What follows belongs to an exercise in optimizing a design on an open flow for small area, a short achievable clock period and few clock cycles per item; a production flow would make more cautious choices. RTL that was checked went through simulation tests only; none was proved equivalent to the original. Only the layout flow was run in runs 3 and 5; the RTL was not checked for function there.

==> flow/design.v (outline; a module is shown in full before it is edited, if it fits) <==
// module qtwosComp: 23 lines
// module qmult: 45 lines
// module qadd: 46 lines
// module negar: 20 lines
// module qdiv: 52 lines
// module bits2temp1: 86 lines
// module lowpass_filter: 115 lines
// module pt100_temp: 395 lines
// module pt_add13: 45 lines
// module pt_add16: 59 lines
// module pt_add27: 97 lines
// module pt_add28: 103 lines
// module pt_add29: 105 lines
// module pt_add30: 109 lines
// module pt_add35: 129 lines
module pt100_temp (
    input  wire        clk,
    input  wire        rst,
    input  wire        in_valid,
    output wire        in_ready,
    input  wire [11:0] yk,
    output wire        out_valid,
    output wire [27:0] temp,
    output wire [27:0] temp_filt,
    output wire        alarm
    );
  // ...
==> flow/flow/run.sh <==
#!/bin/bash
# The standard layout (standard.sh), with the input and output port
# buffers made of sky130_fd_sc_hd__buf_2 instead of the default cell, and
# timing repair asked to leave 17.8 ns of setup slack (a 6.2 ns target) on
# the design's own 24 ns clock and constraints.
set -euo pipefail
export BUFFER_PORTS_ARGS="-buffer_cell sky130_fd_sc_hd__buf_2"
export SETUP_SLACK_MARGIN=17.8
bash standard.sh > standard_flow.log 2>&1
==> flow/standard.sh <==
#!/bin/bash
# synth_recipe.tcl (not shown) runs the flow's synth.tcl, then flattens the netlist and writes it again
# the make line also repeats each setting of config.mk as NAME=value (left out here)
make -C /OpenROAD-flow-scripts/flow DESIGN_CONFIG=/design/flow/config.mk WORK_HOME=/design/flow/orfs CLKGATE_MAP_FILE= SYNTH_SCRIPT=/design/flow/synth_recipe.tcl "${@:-finish}"
==> flow/config.mk <==
export PLATFORM = sky130hd
export DESIGN_NAME = pt100_temp
export DESIGN_NICKNAME = pt100_temp
export VERILOG_FILES = /design/flow/design.v
export SDC_FILE = /design/flow/constraint.sdc
export NUM_CORES = 4
export LEC_CHECK = 0
export ABC_AREA = 1
export CAP_MARGIN = 60
export CORE_MARGIN = 2
export CORE_UTILIZATION = 60
export PLACE_DENSITY = 0.75
export SLEW_MARGIN = 60
==> flow/constraint.sdc <==
create_clock -name core_clock -period 24.0 [get_ports {clk}]
set_input_delay 4.8000 -clock core_clock [delete_from_list [all_inputs] [get_ports {clk}]]
set_output_delay 4.8000 -clock core_clock [all_outputs]
set_load 0.01 [all_outputs]
==> impl_metrics.env, run 1 <==
export IMPL_grt_antenna_before_repair=3
export IMPL_yosys_area_share_simple_pct=20.2
export IMPL_groute_layer_met2_usage_pct=51.2
export IMPL_maxCapViolCount=0
export IMPL_register_area_um2=10200
export IMPL_multi_input_gate_share_of_total_cell_area_pct=55.0
export IMPL_routed_wirelength_mm=101
export IMPL_synthesized_area_fraction_occupied_by_xor_and_xnor_cells_pct=3.13
export IMPL_cp_end_kind="output port"
export IMPL_taps=688
export IMPL_dp_hpwl_mm=74.3
export IMPL_outcome="finished clean"
export IMPL_postSynth_asyncResetShare_pct=0
export IMPL_largest_register_ff_count=29
export IMPL_layout_comb_gates_multi_input=2999
export IMPL_worst_endpoint_required_time_ns=19.20
export IMPL_cts_buffers=50
export IMPL_final_fill_count=4618
export IMPL_antenna_violating_nets_post_route=0
export IMPL_timing_hold_worst_class="register to register"
export IMPL_final_common_cell="sky130_fd_sc_hd__nand2_1"
export IMPL_final_util_pct=66.0
export IMPL_grt_met3_usage_pct=8.72
Testbench counts, summed over its fixed seeds: cycles 18,885, samples 960.
==> module pt100_temp, before the edit <==
module pt100_temp (
    input  wire        clk,
    input  wire        rst,
    input  wire        in_valid,
    output wire        in_ready,
    input  wire [11:0] yk,
    output wire        out_valid,
    output wire [27:0] temp,
    output wire [27:0] temp_filt,
    output wire        alarm
    );
localparam [26:0] C1 = 27'd40662109;     
localparam [26:0] HT = 27'd2457600;
localparam S_IDLE = 2'd0, S_D2 = 2'd1, S_D3 = 2'd2;
reg        rst_r;     
reg [1:0]  state;
reg [3:0]  fpc;       
reg        frun;
reg [11:0] ybuf;      
reg        yv;
reg [27:0] P;         
reg [26:0] D;         
reg [27:0] Q;         
reg [5:0]  cnt;       
reg [15:0] KM;        
reg        dsign;     
reg        rdy;       
assign in_ready = rdy;
wire accept = in_valid & rdy;
wire [26:0] de1 = {D[26:15], D[14:0] & KM[15:1]};
wire [26:0] de2 = {D[26:15], D[14:0] & KM[14:0]};
reg nb1, nb2;
always @* begin
    nb1 = 1'b0; nb2 = 1'b0;
    if (state == S_D2) begin
        case (cnt)
        6'd31, 6'd33: nb1 = 1'b1;
        default: nb1 = 1'b0;
        endcase
        nb2 = (cnt == 6'd35);            
    end else if (state == S_D3) begin
        case (cnt)
        6'd21, 6'd23: nb1 = 1'b1;
        default: nb1 = 1'b0;
        endcase
        nb2 = (cnt == 6'd19);            
    end
end
wire [28:0] X = {P, nb1};
wire [27:0] s1;
wire        q1;
pt_add28 u_s1 (.a(P), .b(~{1'b0, de1}), .ci(1'b1), .s(s1), .co(q1));
wire [28:0] sA;
wire        qa;
pt_add29 u_sa (.a(X), .b(~{2'b0, de2}), .ci(1'b1), .s(sA), .co(qa));
wire [29:0] bx = {1'b0, X};
wire [29:0] by = ~{2'b0, de1, 1'b0};
wire [29:0] bz = ~{3'b0, de2};
wire [29:0] bs = bx ^ by ^ bz;
wire [29:0] bc = (bx & by) | (bx & bz) | (by & bz);
wire [29:0] sB;
wire        cB;
pt_add30 u_sb (.a(bs), .b({bc[28:0], 1'b1}), .ci(1'b1), .s(sB), .co(cB));
wire        q2  = q1 ? ~sB[29] : qa;
wire [26:0] r2  = q1 ? (q2 ? sB[26:0] : {s1[25:0], nb1})
                     : (q2 ? sA[26:0] : X[26:0]);
wire [27:0] pn  = {r2, nb2};
wire        last = (cnt == 6'd1);
wire [1:0]  km_in = {cnt >= 6'd17, cnt >= 6'd19};
reg [5:0]  p0_2;
reg [27:0] pi_2;
always @* begin
    casez (V1[16:5])
    12'b1???????????: begin p0_2 = 6'd23; pi_2 = 28'd38528; end
    12'b01??????????: begin p0_2 = 6'd23; pi_2 = 28'd38528; end
    12'b001?????????: begin p0_2 = 6'd25; pi_2 = 28'd9632;  end
    12'b0001????????: begin p0_2 = 6'd25; pi_2 = 28'd9632;  end
    12'b00001???????: begin p0_2 = 6'd27; pi_2 = 28'd2408;  end
    12'b000001??????: begin p0_2 = 6'd27; pi_2 = 28'd2408;  end
    12'b0000001?????: begin p0_2 = 6'd29; pi_2 = 28'd602;   end
    12'b00000001????: begin p0_2 = 6'd29; pi_2 = 28'd602;   end
    12'b000000001???: begin p0_2 = 6'd31; pi_2 = 28'd150;   end
    12'b0000000001??: begin p0_2 = 6'd31; pi_2 = 28'd150;   end
    12'b00000000001?: begin p0_2 = 6'd33; pi_2 = 28'd37;    end
    12'b000000000001: begin p0_2 = 6'd33; pi_2 = 28'd37;    end
    default:          begin p0_2 = 6'd35; pi_2 = 28'd9;     end
    endcase
end
reg [26:0] G;
reg        gsf;       
reg        dsg;       
reg [1:0]  bst;
wire [26:0] m5;
wire        m5c;
pt_add27 u_m5 (.a(G), .b({G[24:0], 2'b00}), .ci(1'b0), .s(m5), .co(m5c));
wire [27:0] e;
wire        ec;
pt_add28 u_e (.a({1'b0, G}), .b(gsf ? 28'd32932 : 28'hfff7f5c), .ci(1'b0), .s(e), .co(ec));
wire        en  = ~gsf & e[27];
wire [15:0] eneg;
wire        enc;
pt_add16 u_en (.a(~e[15:0]), .b(16'd0), .ci(1'b1), .s(eneg), .co(enc));
wire [26:0] dm  = en ? {11'd0, eneg} : e[26:0];
wire        ds  = ~gsf & ~en & (e[26:0] != 27'd0);
reg [5:0]  p0_3;
reg [27:0] pi_3;
reg [15:0] km_3;
always @* begin
    km_3 = 16'hffff;
    casez (G[26:10])
    17'b1????????????????: begin p0_3 = 6'd11; pi_3 = 28'd105908800; km_3 = 16'hffe0; end
    17'b01???????????????: begin p0_3 = 6'd13; pi_3 = 28'd26477200; km_3 = 16'hfff8; end
    17'b001??????????????: begin p0_3 = 6'd13; pi_3 = 28'd26477200; km_3 = 16'hfff8; end
    17'b0001?????????????: begin p0_3 = 6'd15; pi_3 = 28'd6619300; km_3 = 16'hfffe; end
    17'b00001????????????: begin p0_3 = 6'd15; pi_3 = 28'd6619300; km_3 = 16'hfffe; end
    17'b000001???????????: begin p0_3 = 6'd17; pi_3 = 28'd1654825; end
    17'b0000001??????????: begin p0_3 = 6'd17; pi_3 = 28'd1654825; end
    17'b00000001?????????: begin p0_3 = 6'd19; pi_3 = 28'd413706; end
    17'b000000001????????: begin p0_3 = 6'd19; pi_3 = 28'd413706; end
    17'b0000000001???????: begin p0_3 = 6'd21; pi_3 = 28'd103426; end
    17'b00000000001??????: begin p0_3 = 6'd21; pi_3 = 28'd103426; end
    17'b000000000001?????: begin p0_3 = 6'd23; pi_3 = 28'd25856; end
    17'b0000000000001????: begin p0_3 = 6'd23; pi_3 = 28'd25856; end
    17'b00000000000001???: begin p0_3 = 6'd25; pi_3 = 28'd6464; end
    17'b000000000000001??: begin p0_3 = 6'd25; pi_3 = 28'd6464; end
    17'b0000000000000001?: begin p0_3 = 6'd27; pi_3 = 28'd1616; end
    17'b00000000000000001: begin p0_3 = 6'd27; pi_3 = 28'd1616; end
    default:               begin p0_3 = 6'd29; pi_3 = 28'd404; end
    endcase
end
localparam U_IDLE = 2'd0, U_RUN = 2'd1, U_DONE = 2'd2;
reg [1:0]  ust;
reg [26:0] P1;
reg [16:0] V1;        
reg [3:0]  c1;        
wire [11:0] y1  = (ybuf == 12'd0) ? 12'd1 : ybuf;
wire [12:0] yd;
wire        q16;
pt_add13 u_yd (.a({1'b0, y1}), .b(~13'd2482), .ci(1'b1), .s(yd), .co(q16));
integer k;
reg [14:0] km1;
always @* begin
    for (k = 0; k < 15; k = k + 1)
        km1[k] = (c1 >= 15 - k);
end
wire [26:0] de0 = {C1[26:15], C1[14:0] & km1};
wire [26:0] s0;
wire        q0;
pt_add27 u_s0 (.a(P1), .b(~de0), .ci(1'b1), .s(s0), .co(q0));
wire [25:0] r0  = q0 ? s0[25:0] : P1[25:0];
wire d2end  = (state == S_D2) & last;
wire d3end  = (state == S_D3) & last;
wire aluok  = ~frun | (fpc >= 4'd10);
wire start3 = (((state == S_IDLE) & (ust == U_IDLE) & aluok) | d2end) & (bst == 2'd3);
wire startm = ((state == S_IDLE) | d3end) & (ust == U_DONE);
wire start1 = yv & ((ust == U_IDLE) | ((ust == U_DONE) & startm));
wire tload  = d3end;
wire yv_n = ~rst_r & (accept | (yv & ~start1));
always @(posedge clk) begin
    rst_r <= rst;
    rdy   <= ~(yv_n | rst);
    if (~yv) ybuf <= yk;
    yv    <= yv_n;
    if (rst_r) begin
        state <= S_IDLE;
        ust   <= U_IDLE;
        bst   <= 2'd0;
    end else begin
        if (start1)
            ust <= U_RUN;
        else if (ust == U_RUN) begin
            if (c1 == 4'd0) ust <= U_DONE;
        end else if (startm)
            ust <= U_IDLE;
        if (start3)
            state <= S_D3;
        else if (startm)
            state <= S_D2;
        else if (last)
            state <= S_IDLE;
        if (d2end)
            bst <= 2'd1;
        else if (bst == 2'd1 || bst == 2'd2)
            bst <= bst + 2'd1;
        else if (start3)
            bst <= 2'd0;
    end
end
always @(posedge clk) begin
    P1 <= start1 ? (q16 ? {yd[11:0], 15'd5958} : {y1, 15'd0}) : {r0, 1'b0};
    c1 <= start1 ? 4'd15 : c1 - 4'd1;
    if (start1)
        V1 <= {16'd0, q16};
    else if (ust == U_RUN)
        V1 <= {V1[15:0], q0};
    P   <= start3 ? pi_3 : startm ? pi_2 : pn;
    cnt <= start3 ? p0_3 : startm ? p0_2 : cnt - 6'd2;
    KM  <= start3 ? km_3 : startm ? 16'hffff : {KM[13:0], km_in};
    Q   <= (start3 | startm) ? 28'd0 : {Q[25:0], q1, q2};
    if (start3) begin
        D     <= G;
        dsign <= dsg;
    end else if (startm)
        D <= {10'd0, V1};
    if (d2end) begin
        G   <= {Q[24:0], q1, q2};
        gsf <= Q[25];
    end else if (bst == 2'd1)
        G   <= m5;
    else if (bst == 2'd2) begin
        G   <= dm;
        dsg <= ds;
    end
end
reg [27:0] T;         
reg        alarm_r;
reg [27:0] TF;        
reg [27:0] U1;        
reg [27:0] UA;        
reg [16:0] Py;        
reg [14:0] v4p;       
reg [28:0] ACC;
reg        sticky;
reg [3:0]  epc;       
reg        erun;
reg        ovr;
assign temp      = T;
assign alarm     = alarm_r;
assign temp_filt = TF;
assign out_valid = ovr;
localparam SRC_T = 3'd0, SRC_PY = 3'd1, SRC_V4 = 3'd2, SRC_UA = 3'd3,
           SRC_U1 = 3'd4, SRC_TF = 3'd5;
reg [2:0] f_src;
reg [2:0] f_ma, f_mb;
reg [1:0] f_sa;       
reg [2:0] f_sb;       
reg [1:0] f_rs;       
reg       f_acc;
reg       f_wr;
reg       f_abs;      
always @* begin
    f_src = SRC_T; f_ma = 3'd0; f_mb = 3'd0; f_sa = 2'd0; f_sb = 3'd0;
    f_rs = 2'd0; f_acc = 1'b1; f_wr = 1'b0; f_abs = 1'b0;
    case (fpc)
    4'd0:  begin f_src = SRC_T;  f_acc = 1'b0; f_ma = 3'd1; f_mb = 3'd2; f_sb = 3'd3; f_rs = 2'd1; end  
    4'd1:  begin f_src = SRC_T;  f_ma = 3'd2; f_sa = 2'd2; f_mb = 3'd2; f_sb = 3'd4; f_rs = 2'd2; end    
    4'd2:  begin f_src = SRC_T;  f_ma = 3'd1; f_sa = 2'd2; f_mb = 3'd1; f_sb = 3'd5; end                
    4'd3:  begin f_src = SRC_TF; f_acc = 1'b0; f_ma = 3'd3; f_mb = 3'd3; f_sb = 3'd0; f_rs = 2'd1; end  
    4'd4:  begin f_src = SRC_TF; f_ma = 3'd3; f_mb = 3'd4; f_sb = 3'd2; f_rs = 2'd2; end                
    4'd5:  begin f_src = SRC_TF; f_ma = 3'd3; f_wr = 1'b1; end
    4'd6:  begin f_src = SRC_T;  f_acc = 1'b0; f_ma = 3'd3; f_sa = 2'd2; f_rs = 2'd3; end
    4'd7:  begin f_src = SRC_PY; f_ma = 3'd1; end
    4'd8:  begin f_src = SRC_UA; f_ma = 3'd2; f_wr = 1'b1; end
    4'd9:  begin f_abs = 1'b1; end                                                                  
    4'd10: begin f_src = SRC_T;  f_acc = 1'b0; f_ma = 3'd4; f_mb = 3'd3; f_sb = 3'd1; f_rs = 2'd3; end
    4'd11: begin f_src = SRC_V4; f_ma = 3'd1; end
    4'd12: begin f_src = SRC_TF; f_acc = 1'b0; f_ma = 3'd3; f_mb = 3'd3; f_sb = 3'd1; f_rs = 2'd1; end  
    4'd13: begin f_src = SRC_TF; f_ma = 3'd4; f_mb = 3'd3; f_sb = 3'd2; f_rs = 2'd2; end                
    4'd14: begin f_src = SRC_TF; f_ma = 3'd4; f_sa = 2'd1; f_wr = 1'b1; end
    4'd15: begin f_src = SRC_U1; f_ma = 3'd1; f_wr = 1'b1; end
    default: ;
    endcase
end
reg [27:0] fv;        
reg        fsg;       
always @* begin
    case (f_src)
    SRC_T:   begin fv = {1'b0, T[26:0]};   fsg = T[27];  end
    SRC_PY:  begin fv = {{11{Py[16]}}, Py}; fsg = 1'b0;  end
    SRC_V4:  begin fv = {{13{v4p[14]}}, v4p}; fsg = 1'b0; end
    SRC_UA:  begin fv = UA;                fsg = 1'b0;   end
    SRC_U1:  begin fv = U1;                fsg = 1'b0;   end
    default: begin fv = {1'b0, TF[26:0]};  fsg = TF[27]; end
    endcase
end
function opneg(input [2:0] m, input sg);
    opneg = (m == 3'd2) | ((m == 3'd3) & sg) | ((m == 3'd4) & ~sg);
endfunction
reg [27:0] OPR;       
reg        ena, enb, na, nb;
reg [1:0]  sa;
reg [2:0]  sb;
reg [1:0]  rs;
reg        useacc;
reg        wr;
reg        absop;
wire [34:0] sv = {{7{OPR[27]}}, OPR};
reg  [34:0] oa, ob;
always @* begin
    case (sa)
    2'd1:    oa = {sv[33:0], 1'b0};
    2'd2:    oa = {sv[32:0], 2'b00};
    default: oa = sv;
    endcase
    case (sb)
    3'd0:    ob = {sv[32:0], 2'd0};
    3'd1:    ob = {sv[31:0], 3'd0};
    3'd2:    ob = {sv[30:0], 4'd0};
    3'd3:    ob = {sv[28:0], 6'd0};
    3'd4:    ob = {sv[27:0], 7'd0};
    default: ob = {sv[26:0], 8'd0};
    endcase
end
wire [34:0] xa = ena ? (oa ^ {35{na}}) : 35'd0;
wire [34:0] xb = enb ? (ob ^ {35{nb}}) : 35'd0;
wire        ca = ena & na;
wire        cb = enb & nb;
wire        nbase = absop & ACC[28];
wire [34:0] xc = useacc ? ({{6{ACC[28]}}, ACC} ^ {35{nbase}}) : 35'd0;
wire        cx = (epc == 4'd2) & T[27] & sticky;
wire [34:0] cs = xa ^ xb ^ xc;
wire [34:0] cc = (xa & xb) | (xa & xc) | (xb & xc);
wire [34:0] sum;
wire        sco;
pt_add35 u_alu (.a(cs), .b({cc[33:0], ca | nbase}), .ci(cb | cx), .s(sum), .co(sco));
reg [28:0] shr;
reg        lost;
always @* begin
    lost = 1'b0;
    case (rs)
    2'd1:    begin shr = sum[34:6]; lost = |sum[5:0]; end
    2'd2:    begin shr = {{3{sum[34]}}, sum[34:9]}; lost = |sum[8:0]; end
    2'd3:    shr = {{9{sum[34]}}, sum[34:15]};
    default: shr = sum[28:0];
    endcase
end
localparam [28:0] KW = 29'h18000000;
wire [28:0] ea = cs[28:0];
wire [28:0] eb = {cc[27:0], ca | nbase};
wire [28:0] ecr = {(ea[27:0] & eb[27:0]) | ((ea[27:0] ^ eb[27:0]) & ~KW[27:0]),
                   cb | cx};
wire        eqk = ~|(ea ^ eb ^ KW ^ ecr);
reg [28:0] res;
always @* begin
    res = shr;
    if (wr) begin
        if (shr[28:27] == 2'b01)      res[27] = 1'b0;
        else if (shr[28:27] == 2'b10) res[27] = 1'b1;
        if (eqk) res = 29'd0;
    end
end
wire [26:0] tgt;
wire        tgtc;
pt_add27 u_ht (.a(T[26:0]), .b(~HT), .ci(1'b0), .s(tgt), .co(tgtc));    
always @(posedge clk) begin
    if (rst_r) begin
        frun <= 1'b0; erun <= 1'b0; ovr <= 1'b0;
        TF <= 28'd0; UA <= 28'd0; Py <= 17'd0; v4p <= 15'd0;
    end else begin
        ovr  <= erun & absop & ~rst;
        if (tload)
            frun <= 1'b1;
        else if (fpc == 4'd15)
            frun <= 1'b0;
        erun <= frun & ~tload;
        if (tload)
            T <= {~dsign | Q[25], Q[24:0], q1, q2};
        else if (erun && epc == 4'd2)
            T[26:0] <= res[26:0];
        if (erun) begin
            case (epc)
            4'd5: U1 <= res[27:0];
            4'd7: Py <= ACC[16:0];
            4'd9: begin
                TF      <= {ACC[28], res[26:0]};
                alarm_r <= T[27] | tgtc;
            end
            4'd11: begin Py <= res[16:0]; v4p <= Py[14:0]; end
            4'd15: UA <= res[27:0];
            default: ;
            endcase
        end
    end
end
always @(posedge clk) begin
    fpc    <= tload ? 4'd0 : fpc + 4'd1;
    OPR    <= fv;
    ena    <= f_ma != 3'd0;
    enb    <= f_mb != 3'd0;
    na     <= opneg(f_ma, fsg);
    nb     <= opneg(f_mb, fsg);
    sa     <= f_sa;
    sb     <= f_sb;
    epc    <= fpc;
    rs     <= f_rs;
    useacc <= f_acc;
    wr     <= f_wr;
    absop  <= f_abs;
    ACC    <= res;
    if (epc == 4'd0)
        sticky <= lost;
    else if (epc == 4'd1)
        sticky <= sticky | lost;
end
endmodule
==> inputs of run 2 (changes only) <==
--- a/flow/design.v
+++ b/flow/design.v
@@ -485,16 +485,18 @@
 reg        gsf;       
+reg        gneg;      
 reg        dsg;       
-reg [1:0]  bst;
-wire [26:0] m5;
-wire        m5c;
-pt_add27 u_m5 (.a(G), .b({G[24:0], 2'b00}), .ci(1'b0), .s(m5), .co(m5c));
-wire [27:0] e;
-wire        ec;
-pt_add28 u_e (.a({1'b0, G}), .b(gsf ? 28'd32932 : 28'hfff7f5c), .ci(1'b0), .s(e), .co(ec));
-wire        en  = ~gsf & e[27];
-wire [15:0] eneg;
-wire        enc;
-pt_add16 u_en (.a(~e[15:0]), .b(16'd0), .ci(1'b1), .s(eneg), .co(enc));
-wire [26:0] dm  = en ? {11'd0, eneg} : e[26:0];
-wire        ds  = ~gsf & ~en & (e[26:0] != 27'd0);
+reg [2:0]  bst;
+reg [26:0] ga, gb;
+reg        gci;
+always @* begin
+    case (bst)
+    3'd1:    begin ga = G;  gb = {G[24:0], 2'b00}; gci = 1'b0; end
+    3'd2:    begin ga = G;  gb = gsf ? 27'd32932 : 27'h7ff7f5c; gci = 1'b0; end
+    default: begin ga = ~G; gb = 27'd0; gci = 1'b1; end
+    endcase
+end
+wire [26:0] gs;
+wire        gco;
+pt_add27 u_g (.a(ga), .b(gb), .ci(gci), .s(gs), .co(gco));
+wire        e_neg = ~gsf & ~gco;
 reg [5:0]  p0_3;
@@ -548,3 +550,3 @@
 wire aluok  = ~frun | (fpc >= 4'd10);
-wire start3 = (((state == S_IDLE) & (ust == U_IDLE) & aluok) | d2end) & (bst == 2'd3);
+wire start3 = (((state == S_IDLE) & (ust == U_IDLE) & aluok) | d2end) & (bst == 3'd4);
 wire startm = ((state == S_IDLE) | d3end) & (ust == U_DONE);
@@ -561,3 +563,3 @@
         ust   <= U_IDLE;
-        bst   <= 2'd0;
+        bst   <= 3'd0;
     end else begin
@@ -576,7 +578,11 @@
         if (d2end)
-            bst <= 2'd1;
-        else if (bst == 2'd1 || bst == 2'd2)
-            bst <= bst + 2'd1;
+            bst <= 3'd1;
+        else if (bst == 3'd1)
+            bst <= 3'd2;
+        else if (bst == 3'd2)
+            bst <= e_neg ? 3'd3 : 3'd4;
+        else if (bst == 3'd3)
+            bst <= 3'd4;
         else if (start3)
-            bst <= 2'd0;
+            bst <= 3'd0;
     end
@@ -602,8 +608,9 @@
         gsf <= Q[25];
-    end else if (bst == 2'd1)
-        G   <= m5;
-    else if (bst == 2'd2) begin
-        G   <= dm;
-        dsg <= ds;
-    end
+    end else if (bst == 3'd1)
+        G   <= gs;
+    else if (bst == 3'd2) begin
+        G   <= gs;
+        dsg <= ~gsf & gco & (gs != 27'd0);
+    end else if (bst == 3'd3)
+        G   <= gs;
 end
==> impl_metrics.env, run 2 <==
export IMPL_outcome="finished clean"
export IMPL_final_net_count=4348
export IMPL_diodes=0
export IMPL_fin_tns_setup_ns=0
export IMPL_dr_total_vias=28730
export IMPL_drive_gt1_share_pct=8.34
export IMPL_critPathLaunch="T[22]$_DFFE_PP_"
export IMPL_drc=0
export IMPL_worstPathArrival_ns=1.33
export IMPL_clock_tree_buffer_depth=3
export IMPL_grt_max_degree=72
export IMPL_max_slew_worst_pin_slew_ns=0.621
export IMPL_postSynth_topFlopCell="sky130_fd_sc_hd__dfxtp_1"
export IMPL_fp_row_count=83
export IMPL_rsz0062_at_grt="no"
export IMPL_startpoint_type="register"
export IMPL_master_cell_of_the_clock_root_buffer="sky130_fd_sc_hd__clkbuf_16"
export IMPL_clock_tree_from_tritoncts="built"
export IMPL_detail_route_first_pass_iterations=6
export IMPL_synthesis_yosys_warnings=1
export IMPL_setup_violations_final=0
export IMPL_worst_path_largest_cell_delay_ns=0.53
export IMPL_crit_path_cell_trace="buf_2"
export IMPL_dp_hpwl_mm=72.9
export IMPL_critical_path_buf_inv_count=1
export IMPL_critPathMaxFanout=3
export IMPL_report_final_hold_viol_count=0
export IMPL_crit_type="register to output port"
export IMPL_globalRouteOverflowTotal=0
export IMPL_netlist_top_cells_count="sky130_fd_sc_hd__nand2_1 (712), sky130_fd_sc_hd__inv_1 (568), sky130_fd_sc_hd__o21ai_0 (387), sky130_fd_sc_hd__dfxtp_1 (320), sky130_fd_sc_hd__a21oi_1 (285)"
export IMPL_timing_hold_worst_class="register to register"
export IMPL_initial_core_util_pct=60.5
export IMPL_cts_buffers=49
export IMPL_area_growth_syn_to_layout_pct=8.57
export IMPL_routed_wirelength_mm=98.2
export IMPL_port_buffer_count=73
export IMPL_core_area_um2=51200
export IMPL_final_fill_count=4413
export IMPL_mappedNetlistNets=4353
export IMPL_die_width_um=231
export IMPL_die_area_um2=53500
export IMPL_clkSinkCount=448
export IMPL_gp_congestion=1.03
export IMPL_final_setup_skew_ns=0.0304
export IMPL_synth_area_leader_cell="sky130_fd_sc_hd__dfxtp_1"
export IMPL_most_repeated_cell_in_the_gate_level_netlist_after_synthesis="sky130_fd_sc_hd__nand2_1"
export IMPL_min_from="f_abs$_SDFF_PP0_"
export IMPL_routed_wire_length_per_instance_um=20.8
export IMPL_route_detailed_vias_per_inst=6.10
export IMPL_synth_edf_count=128
export IMPL_r2r_start="sb[2]$_DFF_P_"
export IMPL_largest_register_ff_count=29
export IMPL_critPathSlowestCell="sky130_fd_sc_hd__edfxtp_1"
export IMPL_cp_end_kind="output port"
export IMPL_wire_length_of_the_first_global_routing_pass_mm=152
export IMPL_htreeDepth=2
export IMPL_synth_top_cell_area_share_pct=20.7
export IMPL_grt_antenna_before_repair=5
export IMPL_timing_max_transition_violations_final=0
export IMPL_post_place_ws_ns=17.72
export IMPL_postSynth_asyncResetShare_pct=0
export IMPL_ios=74
export IMPL_final_common_cell="sky130_fd_sc_hd__nand2_1"
export IMPL_maxCapViolCount=0
export IMPL_postLayoutSetupSlackWorst_ns=17.87
export IMPL_cts_hold_buffers=0
export IMPL_maxSlewHeadroom_pct=58.6
export IMPL_most_common_layout_cells="sky130_fd_sc_hd__nand2_1 (709), sky130_fd_sc_hd__inv_1 (562), sky130_fd_sc_hd__o21ai_0 (387)"
export IMPL_synth_lib_cells_used_distinct=68
export IMPL_dr_first_iter_drc_count=3931
export IMPL_clkTransAtPathRegs_ns=0.06
export IMPL_synth_cells=3994
export IMPL_synth_ff_latch_count=448
export IMPL_min_period_over_period_pct=25.5
export IMPL_regMostFlops="ACC"
export IMPL_insertion_delay_ns=0.61
export IMPL_synth_yosys_seq_area_share_pct=33.1
export IMPL_first_global_vias=26355
export IMPL_synthesis_area_um2=31000
export IMPL_die_height_um=231
export IMPL_final_util_pct=65.7
export IMPL_critical_path_top_delay_family="flip-flops"
export IMPL_post_synth_main_area_contributors="sky130_fd_sc_hd__dfxtp_1 (21%), sky130_fd_sc_hd__edfxtp_1 (12%), sky130_fd_sc_hd__fa_1 (8.7%), sky130_fd_sc_hd__nand2_1 (8.6%), sky130_fd_sc_hd__ha_1 (8.4%)"
export IMPL_worst_endpoint_required_time_ns=19.20
export IMPL_antenna_violating_nets_post_route=0
export IMPL_groute_usage_overall_pct=36.5
export IMPL_postSynthAreaPerCell_um2=7.76
export IMPL_max_freq_mhz=163
export IMPL_min_period_ns=6.13
## run 2: timing repair
item	CTS	global route
gates resized for setup	1	11
setup buffers	0	1
endpoints found under the setup margin	4	91
## run 2: worst paths after layout
path / end / slack, ns / depth (start not counted)
worst min register to register: absop$_DFF_P_ / 0.33 / 0
worst max-delay path: temp[22] / 17.87 / 1
worst min-delay path: absop$_DFF_P_ / 0.33 / 0
worst max register to register: T[8]$_DFFE_PP_ / 18.07 / 25
## run 2: area by class of cell
| class | instances | area [um^2] | share of cell area, % |
|---|---|---|---|
| well taps | 680 | 851 | 2.53 |
| clock inverters | 24 | 245 | 0.729 |
| inverters | 602 | 2280 | 6.77 |
| clock buffers | 67 | 1420 | 4.22 |
| multi-input cells | 2776 | 17900 | 53.2 |
| repair buffers | 112 | 697 | 2.07 |
| flip-flops and latches | 448 | 10300 | 30.5 |
## run 2: metrics by stage
stage	hold slack (ns)	cells	area, um^2
floorplan	0.310	3994	31000
global placement	0.313	4614	31800
detailed placement	0.312	4616	31900
CTS	0.327	4707	33600
global route	0.336	4709	33700
finish	0.328	4709	33700
## run 2: kinds of logic after synthesis
group / share of synthesized area (%)
simple gates: 18.2
compound gates: 18.5
buf+inv: 9.60
flops: 33.1
fa+ha+maj: 17.2
xor+xnor: 3.45
## run 2: layer usage
metal | vias to the layer above | wire length [um] | track usage [%]
li1 | 13284 | - | -
met1 | 13452 | 41800 | 53.8
met2 | 1749 | 41200 | 53.9
met3 | 241 | 11600 | 7.15
met4 | 4 | 3510 | 11.7
met5 | - | 21 | 0
Testbench counts of run 2, summed over its fixed seeds: cycles 18,885, samples 960.
==> inputs of run 3 (changes only) <==
--- a/flow/design.v
+++ b/flow/design.v
@@ -651,3 +651,3 @@
     4'd4:  begin f_src = SRC_TF; f_ma = 3'd3; f_mb = 3'd4; f_sb = 3'd2; f_rs = 2'd2; end                
-    4'd5:  begin f_src = SRC_TF; f_ma = 3'd3; f_wr = 1'b1; end
+    4'd5:  begin f_src = SRC_TF; f_ma = 3'd3; end                                  
     4'd6:  begin f_src = SRC_T;  f_acc = 1'b0; f_ma = 3'd3; f_sa = 2'd2; f_rs = 2'd3; end
@@ -728,8 +728,2 @@
 end
-localparam [28:0] KW = 29'h18000000;
-wire [28:0] ea = cs[28:0];
-wire [28:0] eb = {cc[27:0], ca | nbase};
-wire [28:0] ecr = {(ea[27:0] & eb[27:0]) | ((ea[27:0] ^ eb[27:0]) & ~KW[27:0]),
-                   cb | cx};
-wire        eqk = ~|(ea ^ eb ^ KW ^ ecr);
 reg [28:0] res;
@@ -740,3 +734,3 @@
         else if (shr[28:27] == 2'b10) res[27] = 1'b1;
-        if (eqk) res = 29'd0;
+        if (shr[28:27] == 2'b11 && shr[26:0] == 27'd0) res = 29'd0;
     end
==> impl_metrics.env, run 3 <==
export IMPL_most_repeated_cell_in_the_gate_level_netlist_after_synthesis="sky130_fd_sc_hd__nand2_1"
export IMPL_setup_violations_final=0
export IMPL_critPathSlowestCell="sky130_fd_sc_hd__edfxtp_1"
export IMPL_final_common_cell="sky130_fd_sc_hd__nand2_1"
export IMPL_crit_path_cell_trace="buf_2"
export IMPL_whs_path_depth=0
export IMPL_report_final_hold_viol_count=0
export IMPL_synth_compound_area_share_pct=20.9
export IMPL_crit_type="register to output port"
export IMPL_fin_cells=4505
export IMPL_synth_mux_area_share_pct=0
export IMPL_regMostFlops="ACC"
export IMPL_grt_antenna_before_repair=0
export IMPL_postSynth_asyncResetShare_pct=0
export IMPL_routed_wirelength_mm=91.8
export IMPL_worst_path_largest_cell_delay_ns=0.53
export IMPL_diodes=0
export IMPL_ios=74
export IMPL_rsz0062_at_grt="no"
export IMPL_final_fill_count=4203
export IMPL_r2r_slack_ns=18.19
export IMPL_outcome="finished clean"
export IMPL_postSynth_topFlopCell="sky130_fd_sc_hd__dfxtp_1"
export IMPL_most_common_layout_cells="sky130_fd_sc_hd__nand2_1 (565), sky130_fd_sc_hd__inv_1 (514), sky130_fd_sc_hd__o21ai_0 (444)"
export IMPL_master_cell_of_the_clock_root_buffer="sky130_fd_sc_hd__clkbuf_16"
export IMPL_gp_congestion=0.967
export IMPL_min_period_over_period_pct=25.7
export IMPL_r2r_start="absop$_DFF_P_"
export IMPL_synth_edf_count=128
export IMPL_groute_usage_overall_pct=35.6
export IMPL_cts_buffers=48
export IMPL_worst_endpoint_required_time_ns=19.20
export IMPL_die_height_um=227
export IMPL_area_growth_syn_to_layout_pct=9.49
export IMPL_post_synth_main_area_contributors="sky130_fd_sc_hd__dfxtp_1 (21%), sky130_fd_sc_hd__edfxtp_1 (13%), sky130_fd_sc_hd__fa_1 (9.1%), sky130_fd_sc_hd__o21ai_0 (7.7%), sky130_fd_sc_hd__ha_1 (7.6%)"
export IMPL_synth_area_leader_cell="sky130_fd_sc_hd__dfxtp_1"
export IMPL_register_area_um2=10300
export IMPL_layout_cell_area_non_filler_um2=32700
export IMPL_fin_tns_setup_ns=0
export IMPL_clkSinkCount=448
export IMPL_maxSlewHeadroom_pct=59.3
export IMPL_timing_hold_worst_class="register to register"
export IMPL_core_area_um2=49100
export IMPL_cp_end_kind="output port"
export IMPL_drc=0
export IMPL_dr_first_iter_drc_count=3531
export IMPL_clkTransAtPathRegs_ns=0.06
export IMPL_fp_row_count=81
export IMPL_placed_cells=4396
export IMPL_final_setup_skew_ns=0.0208
export IMPL_max_freq_mhz=162
export IMPL_die_area_um2=51500
export IMPL_wire_length_of_the_first_global_routing_pass_mm=141
export IMPL_whs_endpoint="rs[0]$_DFF_P_"
export IMPL_die_width_um=227
export IMPL_initial_core_util_pct=60.8
export IMPL_antenna_violating_nets_post_route=0
export IMPL_adder_cell_fraction_of_synth_area_pct=16.7
export IMPL_synth_cells=3789
export IMPL_worstPathArrival_ns=1.36
export IMPL_synth_lib_cells_used_distinct=65
export IMPL_critPathMaxFanout=3
export IMPL_dp_hpwl_mm=67.6
export IMPL_placement_cell_area_um2=30700
export IMPL_yosys_area_share_simple_pct=15.5
export IMPL_maxCapViolCount=0
export IMPL_multi_input_combinational_cell_area_um2=17000
export IMPL_min_from="f_rs[0]$_DFF_P_"
export IMPL_startpoint_type="register"
export IMPL_max_slew_worst_pin_slew_ns=0.610
export IMPL_route_detailed_vias_per_inst=6.03
export IMPL_timing_max_transition_violations_final=0
export IMPL_largest_register_ff_count=29
export IMPL_dr_total_vias=27158
export IMPL_synthesis_yosys_warnings=1
export IMPL_grt_max_degree=73
export IMPL_min_period_ns=6.16
export IMPL_final_net_count=4132
export IMPL_timing_rr_end="U1[27]$_DFFE_PP_"
export IMPL_drive_gt1_share_pct=8.80
export IMPL_synthesized_area_fraction_occupied_by_xor_and_xnor_cells_pct=3.11
export IMPL_clock_tree_from_tritoncts="built"
export IMPL_first_global_vias=24944
export IMPL_htreeDepth=2
export IMPL_synth_top_family_by_area="compound AO/OA/AOI/OAI gates"
export IMPL_postSynthAreaPerCell_um2=7.87
export IMPL_synth_ff_latch_count=448
export IMPL_synth_yosys_seq_area_share_pct=34.4
export IMPL_detail_route_first_pass_iterations=9
export IMPL_clock_tree_buffer_depth=3
export IMPL_mappedNetlistNets=4120
export IMPL_netlist_top_cells_count="sky130_fd_sc_hd__nand2_1 (568), sky130_fd_sc_hd__inv_1 (523), sky130_fd_sc_hd__o21ai_0 (458), sky130_fd_sc_hd__a21oi_1 (336), sky130_fd_sc_hd__dfxtp_1 (320)"
export IMPL_port_buffer_count=73
export IMPL_synthesis_area_um2=29800
export IMPL_insertion_delay_ns=0.62
export IMPL_globalRouteOverflowTotal=0
export IMPL_routed_wire_length_per_instance_um=20.4
export IMPL_critical_path_top_delay_family="flip-flops"
export IMPL_reg2reg_depth=31
export IMPL_critical_path_buf_inv_count=1
export IMPL_synth_top_cell_area_share_pct=21.5
==> run 3: repair_timing <==
action / in CTS / in global routing
endpoints found under the setup margin: 4 / 6
pin swaps: 1 / 5
hold buffers: 0 / 0
cloned: 0 / 1
buffers inserted: 9 / 7
resized for setup: 8 / 24
hold endpoints to repair: 0 / 0
==> run 3: per-layer routing <==
layer	routed length [um]	track usage [%]
met5	0	0
met4	3200	12.0
met3	11100	8.52
met2	38500	51.7
met1	39000	52.1
==> run 3: logic make-up after synthesis <==
family	Yosys count
and+or+nand+nor	1101
AOI/OAI and AO/OA	1099
buffers and inverters	719
DFF	448
adders and majority gates	316
xor gates and xnor gates	106
==> run 3: cell type report <==
type	count	share of cell area (%)
clock buffers	68	4.10
well taps	664	2.54
repair inverters	1	0.0153
repair buffers	133	2.62
flip-flops and latches	448	31.4
clock inverters	22	1.00
inverters	547	6.39
multi-input cells	2622	51.9
==> run 3: worst max-delay path by stage <==
stage | slack [ns] | cells past startpoint | endpoint | startpoint
final | 17.84 | 1 | temp[22] | T[22]$_DFFE_PP_
after floorplan | 18.40 | 33 | U1[27]$_DFFE_PP_ | sa[0]$_DFF_P_
after detailed placement | 17.44 | 34 | U1[27]$_DFFE_PP_ | sb[0]$_DFF_P_
after CTS | 17.82 | 32 | U1[27]$_DFFE_PP_ | sa[0]$_DFF_P_
after global routing | 17.77 | 31 | U1[27]$_DFFE_PP_ | absop$_DFF_P_
after global placement | 17.31 | 36 | U1[27]$_DFFE_PP_ | sb[0]$_DFF_P_
==> run 3: metrics by stage <==
step | setup slack [ns] | util, % | hold WS [ns]
3_5_place_dp | 17.44 | 62.6 | 0.313
5_1_grt | 17.77 | 66.6 | 0.336
3_3_place_gp | 17.31 | 62.4 | 0.310
4_1_cts | 17.82 | 66.2 | 0.329
6_report | 17.84 | 66.6 | 0.323
2_1_floorplan | 18.40 | - | 0.310
==> inputs of run 4 (changes only) <==
--- a/flow/design.v
+++ b/flow/design.v
@@ -531,7 +531,4 @@
 reg [16:0] V1;        
-reg [3:0]  c1;        
+reg [4:0]  c1;        
 wire [11:0] y1  = (ybuf == 12'd0) ? 12'd1 : ybuf;
-wire [12:0] yd;
-wire        q16;
-pt_add13 u_yd (.a({1'b0, y1}), .b(~13'd2482), .ci(1'b1), .s(yd), .co(q16));
 integer k;
@@ -540,3 +537,3 @@
     for (k = 0; k < 15; k = k + 1)
-        km1[k] = (c1 >= 15 - k);
+        km1[k] = (c1 >= 5'd15 - k);
 end
@@ -568,3 +565,3 @@
         else if (ust == U_RUN) begin
-            if (c1 == 4'd0) ust <= U_DONE;
+            if (c1 == 5'd0) ust <= U_DONE;
         end else if (startm)
@@ -590,7 +587,5 @@
 always @(posedge clk) begin
-    P1 <= start1 ? (q16 ? {yd[11:0], 15'd5958} : {y1, 15'd0}) : {r0, 1'b0};
-    c1 <= start1 ? 4'd15 : c1 - 4'd1;
-    if (start1)
-        V1 <= {16'd0, q16};
-    else if (ust == U_RUN)
+    P1 <= start1 ? {1'b0, y1, 14'd0} : {r0, 1'b0};
+    c1 <= start1 ? 5'd16 : c1 - 5'd1;
+    if (ust == U_RUN)
         V1 <= {V1[15:0], q0};
==> impl_metrics.env, run 4 <==
export IMPL_final_setup_skew_ns=0.0322
export IMPL_grt_max_degree=75
export IMPL_maxCapViolCount=0
export IMPL_synth_top_family_by_area="compound AO/OA/AOI/OAI gates"
export IMPL_critPathSlowestCell="sky130_fd_sc_hd__edfxtp_1"
export IMPL_synth_lib_cells_used_distinct=63
export IMPL_worst_endpoint_required_time_ns=19.20
export IMPL_crit_path_cell_trace="buf_2"
export IMPL_die_height_um=226
export IMPL_postSynthAreaPerCell_um2=7.96
export IMPL_gp_congestion=0.973
export IMPL_synth_compound_area_share_pct=20.2
export IMPL_most_common_layout_cells="sky130_fd_sc_hd__nand2_1 (546), sky130_fd_sc_hd__inv_1 (533), sky130_fd_sc_hd__o21ai_0 (438)"
export IMPL_synth_yosys_seq_area_share_pct=35.2
export IMPL_synth_area_leader_cell="sky130_fd_sc_hd__dfxtp_1"
export IMPL_critical_path_top_delay_family="flip-flops"
export IMPL_master_cell_of_the_clock_root_buffer="sky130_fd_sc_hd__clkbuf_16"
export IMPL_core_area_um2=48800
export IMPL_placement_cell_area_um2=30500
export IMPL_die_width_um=226
export IMPL_first_global_vias=24447
export IMPL_globalRouteOverflowTotal=0
export IMPL_htreeDepth=2
export IMPL_route_detailed_vias_per_inst=6.02
export IMPL_timing_max_transition_violations_final=0
export IMPL_regMostFlops="ACC"
export IMPL_synthesis_yosys_warnings=1
export IMPL_dr_total_vias=26755
export IMPL_synth_ff_latch_count=449
export IMPL_worst_path_largest_cell_delay_ns=0.53
export IMPL_largest_register_ff_count=29
export IMPL_maxSlewHeadroom_pct=55.2
export IMPL_routed_wire_length_per_instance_um=20.4
export IMPL_crit_type="register to output port"
export IMPL_drc=0
export IMPL_final_common_cell="sky130_fd_sc_hd__nand2_1"
export IMPL_clkSinkCount=449
export IMPL_clock_tree_buffer_depth=3
export IMPL_routed_wirelength_mm=90.6
export IMPL_min_period_ns=6.15
export IMPL_most_repeated_cell_in_the_gate_level_netlist_after_synthesis="sky130_fd_sc_hd__nand2_1"
export IMPL_fin_tns_setup_ns=0
export IMPL_report_final_hold_viol_count=0
export IMPL_placed_cells=4333
export IMPL_fp_row_count=81
export IMPL_groute_usage_overall_pct=35.3
export IMPL_worstPathArrival_ns=1.35
export IMPL_antenna_violating_nets_post_route=0
export IMPL_dp_hpwl_mm=65.6
export IMPL_critPathMaxFanout=3
export IMPL_grt_antenna_before_repair=1
export IMPL_synthesis_area_um2=29600
export IMPL_layout_cell_area_non_filler_um2=32600
export IMPL_synthesized_area_fraction_occupied_by_xor_and_xnor_cells_pct=3.49
export IMPL_synth_edf_count=144
export IMPL_rsz0062_at_grt="no"
export IMPL_port_buffer_count=73
export IMPL_fin_cells=4447
export IMPL_synth_mux_area_share_pct=0
export IMPL_adder_cell_fraction_of_synth_area_pct=16.6
export IMPL_initial_core_util_pct=60.6
export IMPL_cp_end_kind="output port"
export IMPL_timing_hold_worst_class="register to register"
export IMPL_setup_violations_final=0
export IMPL_max_slew_worst_pin_slew_ns=0.668
export IMPL_clock_tree_from_tritoncts="built"
export IMPL_dr_first_iter_drc_count=3571
export IMPL_die_area_um2=51100
export IMPL_synth_cells=3719
export IMPL_yosys_area_share_simple_pct=15.0
export IMPL_drive_gt1_share_pct=8.91
export IMPL_mappedNetlistNets=4046
export IMPL_final_util_pct=66.7
export IMPL_clkTransAtPathRegs_ns=0.07
export IMPL_cts_buffers=48
export IMPL_max_freq_mhz=163
export IMPL_critical_path_buf_inv_count=1
export IMPL_ios=74
export IMPL_startpoint_type="register"
export IMPL_postSynth_asyncResetShare_pct=0
export IMPL_post_synth_main_area_contributors="sky130_fd_sc_hd__dfxtp_1 (21%), sky130_fd_sc_hd__edfxtp_1 (15%), sky130_fd_sc_hd__fa_1 (9.1%), sky130_fd_sc_hd__o21ai_0 (7.6%), sky130_fd_sc_hd__ha_1 (7.5%)"
export IMPL_postSynth_topFlopCell="sky130_fd_sc_hd__dfxtp_1"
export IMPL_final_net_count=4069
export IMPL_area_growth_syn_to_layout_pct=10.0
export IMPL_detail_route_first_pass_iterations=12
export IMPL_wire_length_of_the_first_global_routing_pass_mm=140
export IMPL_synth_top_cell_area_share_pct=20.6
export IMPL_netlist_top_cells_count="sky130_fd_sc_hd__nand2_1 (555), sky130_fd_sc_hd__inv_1 (540), sky130_fd_sc_hd__o21ai_0 (450), sky130_fd_sc_hd__a21oi_1 (317), sky130_fd_sc_hd__dfxtp_1 (305)"
export IMPL_min_period_over_period_pct=25.6
export IMPL_outcome="finished clean"
export IMPL_insertion_delay_ns=0.62
## run 4: per-stage QoR
| step | setup WS [ns] | hold slack, ns |
|---|---|---|
| 2_1_floorplan | 18.30 | 0.310 |
| 3_3_place_gp | 16.98 | 0.311 |
| 3_5_place_dp | 17.15 | 0.315 |
| 4_1_cts | 17.83 | 0.332 |
| 5_1_grt | 17.71 | 0.336 |
| 6_report | 17.85 | 0.332 |
## run 4: kinds of logic after synthesis
kind of cell,count (synthesis)
AO/OA/AOI/OAI,1055
AND/OR/NAND/NOR,1062
buffers and inverters,723
XOR/XNOR,118
adder cells (fa/ha/maj),312
flip-flops,449
## run 4: path summary, 6_finish.rpt
kind / from / cells past startpoint / to / slack, ns
worst max-delay path: T[2]$_DFFE_PP_ / 1 / temp[2] / 17.85
worst min-delay path: f_sa[0]$_SDFF_PN0_ / 0 / sa[0]$_DFF_P_ / 0.33
worst max register to register: sb[0]$_DFF_P_ / 33 / U1[27]$_DFFE_PP_ / 18.13
worst min register to register: f_sa[0]$_SDFF_PN0_ / 0 / sa[0]$_DFF_P_ / 0.33
## run 4: timing repair
action / 4_1_cts / 5_1_grt
pin swaps: 1 / 6
hold buffers: 0 / 0
cloned: 0 / 1
gates resized for setup: 9 / 47
setup endpoints to repair: 8 / 15
setup buffers: 1 / 20
## run 4: area by class of cell
type                       instances  area [um^2]
multi-input combinational       2547        16700
fill                            4161        16300
sequential                       449        10400
inverter                         559         2120
clock buffer                      59         1340
timing repair buffer             137          911
tap                              664          831
clock inverter                    31          283
antenna                            1         2.50
## run 4: layer usage
metal,GRT usage [%],routed length (um),share of wire (%)
met1,52.8,39200,43
met2,49.9,37100,41
met3,7.83,11000,12
met4,12.2,3290,3.6
met5,0,11,0.012
Testbench counts of run 4, summed over its fixed seeds: cycles 18,901, samples 960.
==> inputs of run 5 (changes only) <==
--- a/flow/design.v
+++ b/flow/design.v
@@ -419,3 +419,2 @@
 reg [5:0]  cnt;       
-reg [15:0] KM;        
 reg        dsign;     
@@ -424,2 +423,8 @@
 wire accept = in_valid & rdy;
+reg  [15:0] KM;       
+integer j;
+always @* begin
+    for (j = 0; j < 16; j = j + 1)
+        KM[j] = (cnt >= 6'd16 - j);
+end
 wire [26:0] de1 = {D[26:15], D[14:0] & KM[15:1]};
@@ -463,3 +468,2 @@
 wire        last = (cnt == 6'd1);
-wire [1:0]  km_in = {cnt >= 6'd17, cnt >= 6'd19};
 reg [5:0]  p0_2;
@@ -503,11 +507,9 @@
 reg [27:0] pi_3;
-reg [15:0] km_3;
 always @* begin
-    km_3 = 16'hffff;
     casez (G[26:10])
-    17'b1????????????????: begin p0_3 = 6'd11; pi_3 = 28'd105908800; km_3 = 16'hffe0; end
-    17'b01???????????????: begin p0_3 = 6'd13; pi_3 = 28'd26477200; km_3 = 16'hfff8; end
-    17'b001??????????????: begin p0_3 = 6'd13; pi_3 = 28'd26477200; km_3 = 16'hfff8; end
-    17'b0001?????????????: begin p0_3 = 6'd15; pi_3 = 28'd6619300; km_3 = 16'hfffe; end
-    17'b00001????????????: begin p0_3 = 6'd15; pi_3 = 28'd6619300; km_3 = 16'hfffe; end
+    17'b1????????????????: begin p0_3 = 6'd11; pi_3 = 28'd105908800; end
+    17'b01???????????????: begin p0_3 = 6'd13; pi_3 = 28'd26477200; end
+    17'b001??????????????: begin p0_3 = 6'd13; pi_3 = 28'd26477200; end
+    17'b0001?????????????: begin p0_3 = 6'd15; pi_3 = 28'd6619300; end
+    17'b00001????????????: begin p0_3 = 6'd15; pi_3 = 28'd6619300; end
     17'b000001???????????: begin p0_3 = 6'd17; pi_3 = 28'd1654825; end
@@ -593,3 +595,2 @@
     cnt <= start3 ? p0_3 : startm ? p0_2 : cnt - 6'd2;
-    KM  <= start3 ? km_3 : startm ? 16'hffff : {KM[13:0], km_in};
     Q   <= (start3 | startm) ? 28'd0 : {Q[25:0], q1, q2};
==> impl_metrics.env, run 5 <==
export IMPL_insertion_delay_ns=0.61
export IMPL_critical_path_top_delay_family="flip-flops"
export IMPL_port_buffer_count=73
export IMPL_final_common_cell="sky130_fd_sc_hd__nand2_1"
export IMPL_cts_buffers=47
export IMPL_post_synth_main_area_contributors="sky130_fd_sc_hd__dfxtp_1 (20%), sky130_fd_sc_hd__edfxtp_1 (15%), sky130_fd_sc_hd__fa_1 (9.3%), sky130_fd_sc_hd__ha_1 (7.6%), sky130_fd_sc_hd__o21ai_0 (7.6%)"
export IMPL_multi_input_combinational_cell_area_um2=16500
export IMPL_route_detailed_vias_per_inst=6.20
export IMPL_max_freq_mhz=162
export IMPL_clock_tree_buffer_depth=3
export IMPL_min_period_ns=6.16
export IMPL_final_setup_skew_ns=0.0278
export IMPL_postSynth_asyncResetShare_pct=0
export IMPL_timing_hold_worst_class="register to register"
export IMPL_worst_endpoint_required_time_ns=19.20
export IMPL_wire_length_of_the_first_global_routing_pass_mm=146
export IMPL_fin_cells=4321
export IMPL_max_slew_worst_pin_slew_ns=0.611
export IMPL_largest_register_ff_count=29
export IMPL_post_place_ws_ns=17.54
export IMPL_ios=74
export IMPL_groute_layer_met2_usage_pct=53.0
export IMPL_postSynthAreaPerCell_um2=7.97
export IMPL_crit_type="register to output port"
export IMPL_maxCapViolCount=0
export IMPL_r2r_slack_ns=18.22
export IMPL_first_global_vias=25070
export IMPL_most_repeated_cell_in_the_gate_level_netlist_after_synthesis="sky130_fd_sc_hd__nand2_1"
export IMPL_synth_area_leader_cell="sky130_fd_sc_hd__dfxtp_1"
export IMPL_worstPathArrival_ns=1.36
export IMPL_use_met1_pct=55.1
export IMPL_detail_route_first_pass_iterations=9
export IMPL_worst_path_largest_cell_delay_ns=0.54
export IMPL_register_area_um2=10100
export IMPL_timing_max_transition_violations_final=0
export IMPL_synth_ff_latch_count=433
export IMPL_synth_cells=3645
export IMPL_clock_tree_from_tritoncts="built"
export IMPL_critPathSlowestCell="sky130_fd_sc_hd__edfxtp_1"
export IMPL_mappedNetlistNets=3972
export IMPL_clkTransAtPathRegs_ns=0.07
export IMPL_grt_max_degree=74
export IMPL_regMostFlops="ACC"
export IMPL_min_period_over_period_pct=25.7
export IMPL_fin_tns_setup_ns=0
export IMPL_core_area_um2=47700
export IMPL_htreeDepth=2
export IMPL_critical_path_buf_inv_count=1
export IMPL_master_cell_of_the_clock_root_buffer="sky130_fd_sc_hd__clkbuf_16"
export IMPL_crit_path_cell_trace="buf_2"
export IMPL_synthesis_yosys_warnings=1
export IMPL_maxSlewHeadroom_pct=59.3
export IMPL_postLayoutSetupSlackWorst_ns=17.84
export IMPL_die_area_um2=50200
export IMPL_drc=0
export IMPL_synth_lib_cells_used_distinct=63
export IMPL_placed_cells=4206
export IMPL_initial_core_util_pct=60.9
export IMPL_most_common_layout_cells="sky130_fd_sc_hd__nand2_1 (535), sky130_fd_sc_hd__inv_1 (518), sky130_fd_sc_hd__o21ai_0 (422)"
export IMPL_synth_edf_count=144
export IMPL_clkSinkCount=433
export IMPL_postSynth_topFlopCell="sky130_fd_sc_hd__dfxtp_1"
export IMPL_critPathMaxFanout=3
export IMPL_whs_endpoint="sa[0]$_DFF_P_"
export IMPL_whs_path_depth=0
export IMPL_outcome="finished clean"
export IMPL_setup_violations_final=0
export IMPL_antenna_violating_nets_post_route=0
export IMPL_final_net_count=3994
export IMPL_globalRouteOverflowTotal=0
export IMPL_timing_rr_end="U1[27]$_DFFE_PP_"
export IMPL_synthesis_area_um2=29100
export IMPL_r2r_start="sa[0]$_DFF_P_"
export IMPL_grt_antenna_before_repair=6
export IMPL_groute_usage_overall_pct=37.8
export IMPL_die_width_um=224
export IMPL_routed_wirelength_mm=95.9
export IMPL_worst_hold_slack_ns=0.328
export IMPL_dp_hpwl_mm=71.3
export IMPL_cts_hold_buffers=0
export IMPL_grt_met3_usage_pct=12.6
export IMPL_busiest_layer="met1"
export IMPL_drive_gt1_share_pct=9.07
export IMPL_dr_total_vias=26771
export IMPL_synth_yosys_seq_area_share_pct=34.8
export IMPL_gp_congestion=1.00
export IMPL_final_fill_count=4035
export IMPL_cp_end_kind="output port"
export IMPL_area_growth_syn_to_layout_pct=9.78
export IMPL_min_from="f_sa[0]$_SDFF_PN0_"
export IMPL_reg2reg_depth=31
export IMPL_fp_row_count=80
export IMPL_synth_top_cell_area_share_pct=19.9
export IMPL_rsz0062_at_grt="no"
export IMPL_startpoint_type="register"
export IMPL_routed_wire_length_per_instance_um=22.2
export IMPL_report_final_hold_viol_count=0
export IMPL_netlist_top_cells_count="sky130_fd_sc_hd__nand2_1 (541), sky130_fd_sc_hd__inv_1 (524), sky130_fd_sc_hd__o21ai_0 (439), sky130_fd_sc_hd__a21oi_1 (316), sky130_fd_sc_hd__dfxtp_1 (289)"
export IMPL_dr_first_iter_drc_count=3640
export IMPL_die_height_um=224
[run 5: cell count changes after synthesis, sizes merged, moves of 7 or more]
| cell | before | now |
|---|---|---|
| a2111oi | 9 | 2 |
| a31oi | 46 | 26 |
| buf | 38 | 47 |
| clkbuf | 126 | 114 |
| dfxtp | 305 | 289 |
| inv | 547 | 538 |
| nand3 | 123 | 132 |
| nor2 | 274 | 253 |
| o211ai | 28 | 39 |
| or2 | 20 | 8 |
[run 5: cell type report]
type	instances	share of cell area, %
timing repair buffer	134	2.76
clock inverter	19	0.573
multi-input combinational	2504	51.7
tap	615	2.41
inverter	547	6.53
antenna	1	0.00784
sequential	433	31.7
clock buffer	68	4.26
[run 5: timing repair]
action                                  CTS  global route
resized for setup                        12            55
gates cloned                              0             1
buffers inserted                          0            22
pin swaps                                 0            12
endpoints found under the setup margin    4            15
hold endpoints to repair                  0             0
[run 5: routing by layer]
metal	wire [um]	vias up
li1	-	12307
met4	3150	6
met1	40400	12610
met3	13500	203
met2	38800	1645
met5	36	-
[run 5: kinds of logic after synthesis]
| kind of cell | synth area share [%] |
|---|---|
| compound gates | 20.4 |
| xor+xnor | 3.50 |
| fa+ha+maj | 16.9 |
| buf+inv | 9.44 |
| flops | 34.8 |
| simple gates | 15.0 |
[run 5: through the flow]
| stage | area, um^2 | util (%) |
|---|---|---|
| finish | 31900 | 66.8 |
| global route | 31900 | 66.8 |
| CTS | 31400 | 65.9 |
| detailed placement | 29900 | 62.5 |
| floorplan | 29100 | - |
| global placement | 29800 | 62.4 |
[run 5: worst max-delay path by stage]
stage                         from  depth (start not counted)                to  slack [ns]
finish              T[0]$_DFFE_PP_                          1           temp[0]       17.84
global route         sa[0]$_DFF_P_                         31  U1[27]$_DFFE_PP_       17.74
CTS                  sa[0]$_DFF_P_                         33  U1[27]$_DFFE_PP_       17.82
detailed placement   sb[2]$_DFF_P_                         31  U1[27]$_DFFE_PP_       17.54
global placement     sb[2]$_DFF_P_                         31  U1[27]$_DFFE_PP_       17.27
floorplan            sa[0]$_DFF_P_                         31  U1[27]$_DFFE_PP_       18.49
==> inputs of run 6 (changes only) <==
--- a/flow/design.v
+++ b/flow/design.v
@@ -489,3 +489,2 @@
 reg        gsf;       
-reg        gneg;      
 reg        dsg;       
--- a/flow/config.mk
+++ b/flow/config.mk
@@ -11,2 +11,3 @@
 export CORE_UTILIZATION = 60
+export CTS_BUF_LIST = sky130_fd_sc_hd__clkbuf_8
 export PLACE_DENSITY = 0.75
==> impl_metrics.env, run 6 <==
export IMPL_outcome="finished clean"
export IMPL_cts_buffers=76
export IMPL_postSynth_topFlopCell="sky130_fd_sc_hd__dfxtp_1"
export IMPL_synth_edf_count=144
export IMPL_r2r_start="sa[0]$_DFF_P_"
export IMPL_setup_violations_final=0
export IMPL_routed_wirelength_mm=96.4
export IMPL_critPathMaxFanout=2
export IMPL_timing_rr_end="U1[27]$_DFFE_PP_"
export IMPL_synth_lib_cells_used_distinct=63
export IMPL_max_freq_mhz=161
export IMPL_routedLengthMet1_mm=40.9
export IMPL_maxCapViolCount=0
export IMPL_synth_area_leader_cell="sky130_fd_sc_hd__dfxtp_1"
export IMPL_critical_path_top_delay_family="flip-flops"
export IMPL_clock_tree_buffer_depth=3
export IMPL_critPathLaunch="T[1]$_DFFE_PP_"
export IMPL_dr_first_iter_drc_count=3626
export IMPL_cts_hold_buffers=0
export IMPL_wire_length_of_the_first_global_routing_pass_mm=147
export IMPL_drive_gt1_share_pct=9.94
export IMPL_endpoint="temp[1]"
export IMPL_rsz0062_at_grt="yes"
export IMPL_worstPathArrival_ns=1.40
export IMPL_groute_usage_overall_pct=38.1
export IMPL_insertion_delay_ns=0.69
export IMPL_dp_hpwl_mm=71.3
export IMPL_globalRouteOverflowTotal=0
export IMPL_post_synth_main_area_contributors="sky130_fd_sc_hd__dfxtp_1 (20%), sky130_fd_sc_hd__edfxtp_1 (15%), sky130_fd_sc_hd__fa_1 (9.3%), sky130_fd_sc_hd__ha_1 (7.6%), sky130_fd_sc_hd__o21ai_0 (7.6%)"
export IMPL_startpoint_type="register"
export IMPL_detail_route_first_pass_iterations=8
export IMPL_die_width_um=224
export IMPL_final_setup_skew_ns=0.0432
export IMPL_mappedNetlistNets=3972
export IMPL_worst_endpoint_required_time_ns=19.20
export IMPL_htreeDepth=3
export IMPL_first_global_vias=25315
export IMPL_min_period_over_period_pct=25.8
export IMPL_crit_path_cell_trace="buf_2"
export IMPL_cp_end_kind="output port"
export IMPL_synth_top_cell_area_share_pct=19.9
export IMPL_routed_wire_length_per_instance_um=22.0
export IMPL_antenna_violating_nets_post_route=0
export IMPL_route_detailed_vias_per_inst=6.17
export IMPL_worst_path_largest_cell_delay_ns=0.51
export IMPL_synth_ff_latch_count=433
export IMPL_critical_path_buf_inv_count=1
export IMPL_largest_register_ff_count=29
export IMPL_synthesis_area_um2=29100
export IMPL_regMostFlops="ACC"
export IMPL_clkTransAtPathRegs_ns=0.06
export IMPL_multi_input_combinational_cell_area_um2=16500
export IMPL_clkSinkCount=433
export IMPL_timing_hold_worst_class="register to register"
export IMPL_die_area_um2=50200
export IMPL_final_fill_count=4056
export IMPL_most_repeated_cell_in_the_gate_level_netlist_after_synthesis="sky130_fd_sc_hd__nand2_1"
export IMPL_synth_cells=3645
export IMPL_drc=0
export IMPL_area_growth_syn_to_layout_pct=9.90
export IMPL_core_area_um2=47700
export IMPL_critPathSlowestCell="sky130_fd_sc_hd__edfxtp_1"
export IMPL_postSynth_asyncResetShare_pct=0
export IMPL_most_common_layout_cells="sky130_fd_sc_hd__inv_1 (546), sky130_fd_sc_hd__nand2_1 (535), sky130_fd_sc_hd__o21ai_0 (422)"
export IMPL_timing_max_transition_violations_final=0
export IMPL_min_period_ns=6.20
export IMPL_fp_row_count=80
export IMPL_max_slew_worst_pin_slew_ns=0.629
export IMPL_initial_core_util_pct=60.9
export IMPL_grt_max_degree=74
export IMPL_port_buffer_count=73
export IMPL_ios=74
export IMPL_whs_path_depth=0
export IMPL_crit_type="register to output port"
export IMPL_synth_yosys_seq_area_share_pct=34.8
export IMPL_grt_antenna_before_repair=7
export IMPL_gp_congestion=1.00
export IMPL_route_met2_wl_mm=39.0
export IMPL_postSynthAreaPerCell_um2=7.97
export IMPL_final_common_cell="sky130_fd_sc_hd__inv_1"
export IMPL_worst_path_stages=1
export IMPL_final_net_count=4025
export IMPL_report_final_hold_viol_count=0
export IMPL_min_from="f_sa[0]$_SDFF_PN0_"
export IMPL_die_height_um=224
export IMPL_r2r_slack_ns=18.19
export IMPL_wl_met3_mm=13.6
export IMPL_dr_total_vias=27000
export IMPL_highest_signal_layer="met5"
export IMPL_clock_tree_from_tritoncts="built"
export IMPL_fin_tns_setup_ns=0
export IMPL_register_area_um2=10100
export IMPL_maxSlewHeadroom_pct=58.1
export IMPL_master_cell_of_the_clock_root_buffer="sky130_fd_sc_hd__clkbuf_8"
export IMPL_netlist_top_cells_count="sky130_fd_sc_hd__nand2_1 (541), sky130_fd_sc_hd__inv_1 (524), sky130_fd_sc_hd__o21ai_0 (439), sky130_fd_sc_hd__a21oi_1 (316), sky130_fd_sc_hd__dfxtp_1 (289)"
export IMPL_synthesis_yosys_warnings=1
export IMPL_reg2reg_depth=31
-- run 6: what timing repair did --
| item | 4_1_cts | 5_1_grt |
|---|---|---|
| setup endpoints to repair | 8 | 19 |
| gates resized for setup | 12 | 52 |
| pin swaps | 0 | 13 |
| cloned | 0 | 1 |
| setup buffers | 4 | 19 |
-- run 6: stage by stage --
stage,hold WS (ns),utilization (%),std cells,cell area (um^2),setup slack [ns]
after floorplan,0.310,-,3645,29100,18.49
after global placement,0.313,62.4,4205,29800,17.27
after detailed placement,0.312,62.5,4206,29900,17.54
after CTS,0.329,65.9,4351,31500,17.80
after global routing,0.349,66.9,4376,31900,17.76
final,0.331,66.9,4377,31900,17.80
-- run 6: worst min path at each step --
stage                    endpoint
detailed placement  rs[1]$_DFF_P_
global placement    sa[1]$_DFF_P_
CTS                 sa[0]$_DFF_P_
finish              sa[0]$_DFF_P_
floorplan           absop$_DFF_P_
global route        sa[0]$_DFF_P_
-- run 6: area by class of cell --
cell class                      count  area share, %
Inverter                          547           6.53
Clock buffer                       87           3.75
Sequential cell                   433           31.7
Timing Repair Buffer              136           2.90
Tap cell                          615           2.41
Antenna cell                        1        0.00783
Clock inverter                     54           1.09
Multi-Input combinational cell   2504           51.6
-- run 6: logic make-up after synthesis --
group | count (synthesis) | synth area share (%)
buf+inv | 708 | 9.44
xor+xnor | 116 | 3.50
simple gates | 1033 | 15.0
fa+ha+maj | 312 | 16.9
compound gates | 1043 | 20.4
flops | 433 | 34.8
-- run 6: metal layers --
| metal | GRT usage [%] | up-vias |
|---|---|---|
| met5 | 0 | - |
| met4 | 12.2 | 4 |
| met3 | 12.5 | 181 |
| met2 | 53.6 | 1648 |
| met1 | 55.1 | 12770 |
| li1 | - | 12397 |
Testbench counts of run 6, summed over its fixed seeds: cycles 18,901, samples 960.

==> afterwards: timing with drivers on the ports <==
The flow's constraints put no driver on any port. The routed layouts listed below were extracted and timed again, unchanged, in two steps. Step 1 (the two cells are an assumption about what drives the block):
set clk [get_ports {clk}]
set_driving_cell -lib_cell sky130_fd_sc_hd__clkbuf_16 $clk
set_driving_cell -lib_cell sky130_fd_sc_hd__buf_2 [delete_from_list [all_inputs] $clk]
Step 2 times the ports against the registers' clock, not the clock port: input delays grow and output delays shrink by t, the midpoint of the rising clock arrivals with the driver on. Slacks: ideal / step 1 / step 2; pairs: ideal / step 1.
| run | t, ns | setup WS [ns] | worst data-port slew with drivers (ns) |
|---|---|---|---|
| run 1 | 0.692 | 17.814 / 17.752 / 18.233 | 0.04 |
| run 2 | 0.653 | 17.872 / 17.810 / 18.074 | 0.04 |
| run 3 | 0.667 | 17.843 / 17.782 / 18.195 | 0.04 |
| run 4 | 0.661 | 17.846 / 17.787 / 18.134 | 0.03 |
| run 5 | 0.659 | 17.839 / 17.781 / 18.217 | 0.03 |
| run 6 | 0.728 | 17.802 / 17.744 / 18.193 | 0.03 |
After both steps every run listed still meets setup and hold.
